This is an optimization exercise on Yosys and OpenROAD, whose aim is small area, a short achievable clock period and few clock cycles, not a production implementation. No activity file was given, so power comes from the tool's default toggle rates.

Setup of garnet:
==> flow/design.v <==
module Div (
    input wire clk,
    input wire reset_total,
    input wire reset_local,
    input wire [31:0] dividend_in,
    input wire [31:0] divisor_in,
    output reg zero_division_flag,
    output wire [31:0] remainder_out,
    output wire [31:0] quotient_out,
    output wire done
);
    function [6:0] lzc32;
        input [31:0] x;
        reg [15:0] v1; reg [15:0] c1;
        reg [7:0]  v2; reg [15:0] c2;
        reg [3:0]  v3; reg [11:0] c3;
        reg [1:0]  v4; reg [7:0]  c4;
        reg        v5; reg [4:0]  c5;
        integer k;
        begin
            for (k = 0; k < 16; k = k + 1) begin
                v1[k] = x[31-2*k] | x[30-2*k];
                c1[k] = ~x[31-2*k];
            end
            for (k = 0; k < 8; k = k + 1) begin
                v2[k] = v1[2*k] | v1[2*k+1];
                c2[2*k+:2] = v1[2*k] ? {1'b0, c1[2*k]} : {1'b1, c1[2*k+1]};
            end
            for (k = 0; k < 4; k = k + 1) begin
                v3[k] = v2[2*k] | v2[2*k+1];
                c3[3*k+:3] = v2[2*k] ? {1'b0, c2[4*k+:2]} : {1'b1, c2[4*k+2+:2]};
            end
            for (k = 0; k < 2; k = k + 1) begin
                v4[k] = v3[2*k] | v3[2*k+1];
                c4[4*k+:4] = v3[2*k] ? {1'b0, c3[6*k+:3]} : {1'b1, c3[6*k+3+:3]};
            end
            v5 = v4[0] | v4[1];
            c5 = v4[0] ? {1'b0, c4[3:0]} : {1'b1, c4[7:4]};
            lzc32 = {v5, ~v5, c5 & {5{v5}}};    
        end
    endfunction
    wire        sa = dividend_in[31];
    wire        sb = divisor_in[31];
    wire        ca = sa & ~&(dividend_in[31:1] | ~dividend_in[30:0]);
    wire [6:0]  la = lzc32(sa ? {~dividend_in[30:0], 1'b1} : dividend_in);
    wire [6:0]  lb = lzc32(divisor_in ^ {32{sb}});
    wire [4:0]  lb5 = lb[4:0] | {5{lb[5]}};
    wire        bz = ~sb & ~lb[6];
    wire [6:0]  cmp = {1'b0, la[5:0]} + {2'b11, ~lb5} + {6'd0, ca};
    wire        trivial = ~cmp[6];
    reg  [31:0] r;       
    reg  [31:0] q;       
    reg  [32:0] d;       
    reg  [4:0]  za;      
    reg  [4:0]  zb;      
    reg         zc;      
    reg         run;     
    reg         p2;      
    reg         sr;      
    reg         sq;      
    wire [32:0] rx = {r[31], r};
    wire [32:0] d2 = {d[32], d[32:1]};
    wire [32:0] t = rx + d + 33'd1;
    wire        tz = &(rx ^ d);
    wire        ge = sr ? (t[32] | tz) : ~t[32];
    wire [32:0] t2 = rx + d2 + 33'd1;
    wire        tz2 = &(rx ^ d2);
    wire        ge2 = sr ? (t2[32] | tz2) : ~t2[32];
    wire [4:0]  s = zb + ~za + {4'd0, ~zc};
    reg  [32:0] d_sh;
    integer i;
    always @* begin
        d_sh = d;
        for (i = 0; i < 5; i = i + 1)
            if (s[i]) d_sh = (d_sh << (1 << i)) | ~({33{1'b1}} << (1 << i));
    end
    wire        go = ~trivial & ~bz;
    wire        step = run & ~p2;
    wire        last = (za == 5'd0);
    wire        take = run & ge & (~p2 | sq);
    wire        take2 = step & ~ge & ~last & ge2;
    always @(posedge clk) begin
        if (reset_local)
            r <= dividend_in & {32{~bz}};
        else if (take)
            r <= t[31:0];
        else if (take2)
            r <= t2[31:0];
        if (reset_local)
            d <= (sa ^ sb) ? {sb, divisor_in} - 33'd1 : ~{sb, divisor_in};
        else if (p2)
            d <= d_sh;
        else if (ge)
            d <= d2;
        else
            d <= {{2{d[32]}}, d[32:2]};
        if (reset_total) begin
            run <= 1'b0;
            p2 <= 1'b0;
        end else if (reset_local) begin
            run <= go;
            p2 <= go;
            za <= la[4:0];
            zb <= lb5;
            zc <= ca;
            q <= 32'd0;
            sr <= sa;
            sq <= sa ^ sb;
            zero_division_flag <= bz;
        end else if (p2) begin
            p2 <= 1'b0;
            za <= s;
            if (!ge) run <= 1'b0;
            q <= {32{sq & ge}};
        end else if (run) begin
            if (ge | last) begin
                q <= {q[30:0], ge ^ sq};
                za <= za - 5'd1;
                if (last) run <= 1'b0;
            end else begin
                q <= {q[29:0], sq, ge2 ^ sq};
                za <= za - 5'd2;
                if (za == 5'd1) run <= 1'b0;
            end
        end
    end
    assign done = ~run;
    assign quotient_out  = q;
    assign remainder_out = r;
endmodule
clock: 6.0 ns
lec_check: 0
abc_area: 1
cap_margin: 20
core_margin: 2
core_utilization: 50
cts_buf_list: sky130_fd_sc_hd__clkbuf_4 sky130_fd_sc_hd__clkbuf_8
cts_cluster_size: 20
setup_slack_margin: 2.5
slew_margin: 20
standard.sh (not shown) runs the stock make flow with config.mk's settings and CLKGATE_MAP_FILE= SYNTH_SCRIPT=/design/flow/synth_recipe.tcl, a recipe that flattens the netlist after the stock synthesis.
==> flow/flow/run.sh <==
#!/bin/bash
# Standard layout (the standard.sh) with these changes:
# - adders keep Yosys's default carry-lookahead mapping instead of the
#   Kogge-Stone extra map, and are not turned into half/full adder cells, so
#   ABC maps them;
# - the port buffers are the smallest buffer cell (repair_timing upsizes the
#   ones on critical paths).
set -euo pipefail
export ADDER_MAP_FILE=
export SYNTH_OPERATIONS_ARGS=-nordff
export BUFFER_PORTS_ARGS="-buffer_cell sky130_fd_sc_hd__buf_1"
bash standard.sh > flow_make.log 2>&1
garnet completed every stage of the flow, and the final layout passed the timing, design-rule and antenna checks.
The inputs of zinc differ from those of garnet as listed below.
Settings: swapping 50 for 60 in CORE_UTILIZATION.
Notes after the runs:
- Having completed the whole flow, zinc delivered a layout that passed the timing, design-rule and antenna checks.
- Diff garnet -> zinc: utilization of the core after routing moved up, share of cells above drive strength 1 moved up.
- Final wirelength, zinc and garnet: larger value in garnet
- zinc: number of logic stages on the critical path including buffering is 3 higher than what garnet reported.
- Relative to garnet, power increased by 0.064 mW in zinc.
- zinc reports its startpoint of the most critical setup path as d[10] while garnet reports d[12].
Modified inputs, cedar compared to zinc
Settings: swapping 2.5 for 3.2 in SETUP_SLACK_MARGIN.
==> comparison <==
- Taking zinc as the reference point, the number of buffers outside the clock class in the layout of cedar rises by 120.
- Row worst-case reg-to-reg path depth: cedar lower / zinc higher
- Total power of cedar is higher than that of zinc.
- cedar against zinc: fraction of standard cell area that is sequential fell 3.1 points, met3 usage in global routing rose 0.91 points, global-route usage rose 2.7 points.
- Switching power of the nets sits higher in cedar than in zinc.
The following lists how willow was set up differently from cedar:
Settings: SETUP_SLACK_MARGIN changed from 3.2 to 3.0.
Findings:
willow against cedar; total power is down by a few percent. Sort willow and cedar by time the worst path needs with I/O delays and setup, descending, and willow comes first. Between willow and cedar, critical path depth in cells is lower for willow, cedar comes in above that. Final standard cell area without fillers shrinks by a few percent when moving from cedar to willow. Against cedar, willow comes in 0.02 ns higher on largest stage delay on the critical path. willow against cedar: total of fill cells in the finished design picked up an extra 17%; clock network area share picked up an extra 0.18 points; internal power contribution lost 0.23 mW. willow vs cedar, total routed wire length on the met1 layer went down by 0.95%. On fmax, willow and cedar are basically level.
Function was not checked in any run of this note: the RTL went through the layout flow alone.

afterwards: timing with drivers on the ports:
Ports are ideal in the flow. The routed layouts listed here were re-timed in OpenROAD.
Step 1 (the two cells are an assumption about what drives the block):
set clk [get_ports {clk}]
set_driving_cell -lib_cell sky130_fd_sc_hd__clkbuf_16 $clk
set_driving_cell -lib_cell sky130_fd_sc_hd__buf_2 [delete_from_list [all_inputs] $clk]
Step 2, shift: input delay + t, output delay - t, t = (earliest + latest rising clock arrival at the registers) / 2. This alone moves slack from input paths to output paths.
Three values: ideal ports, drivers, drivers and shift; two values: the first two.
run | shift t [ns] | setup WS [ns] | slew at the worst register clock pin (ns)
garnet | 0.514 | 2.627 / 2.627 / 2.201 | 0.11 / 0.11
zinc | 0.495 | 2.595 / 2.595 / 2.250 | 0.10 / 0.10
cedar | 0.508 | 3.026 / 3.026 / 2.645 | 0.10 / 0.10
willow | 0.534 | 3.020 / 3.020 / 2.532 | 0.09 / 0.09
After both steps every run listed still meets setup and hold. The setup slack of willow, which loses most, moves by 0.000 ns with the drivers and by -0.488 ns with both steps.
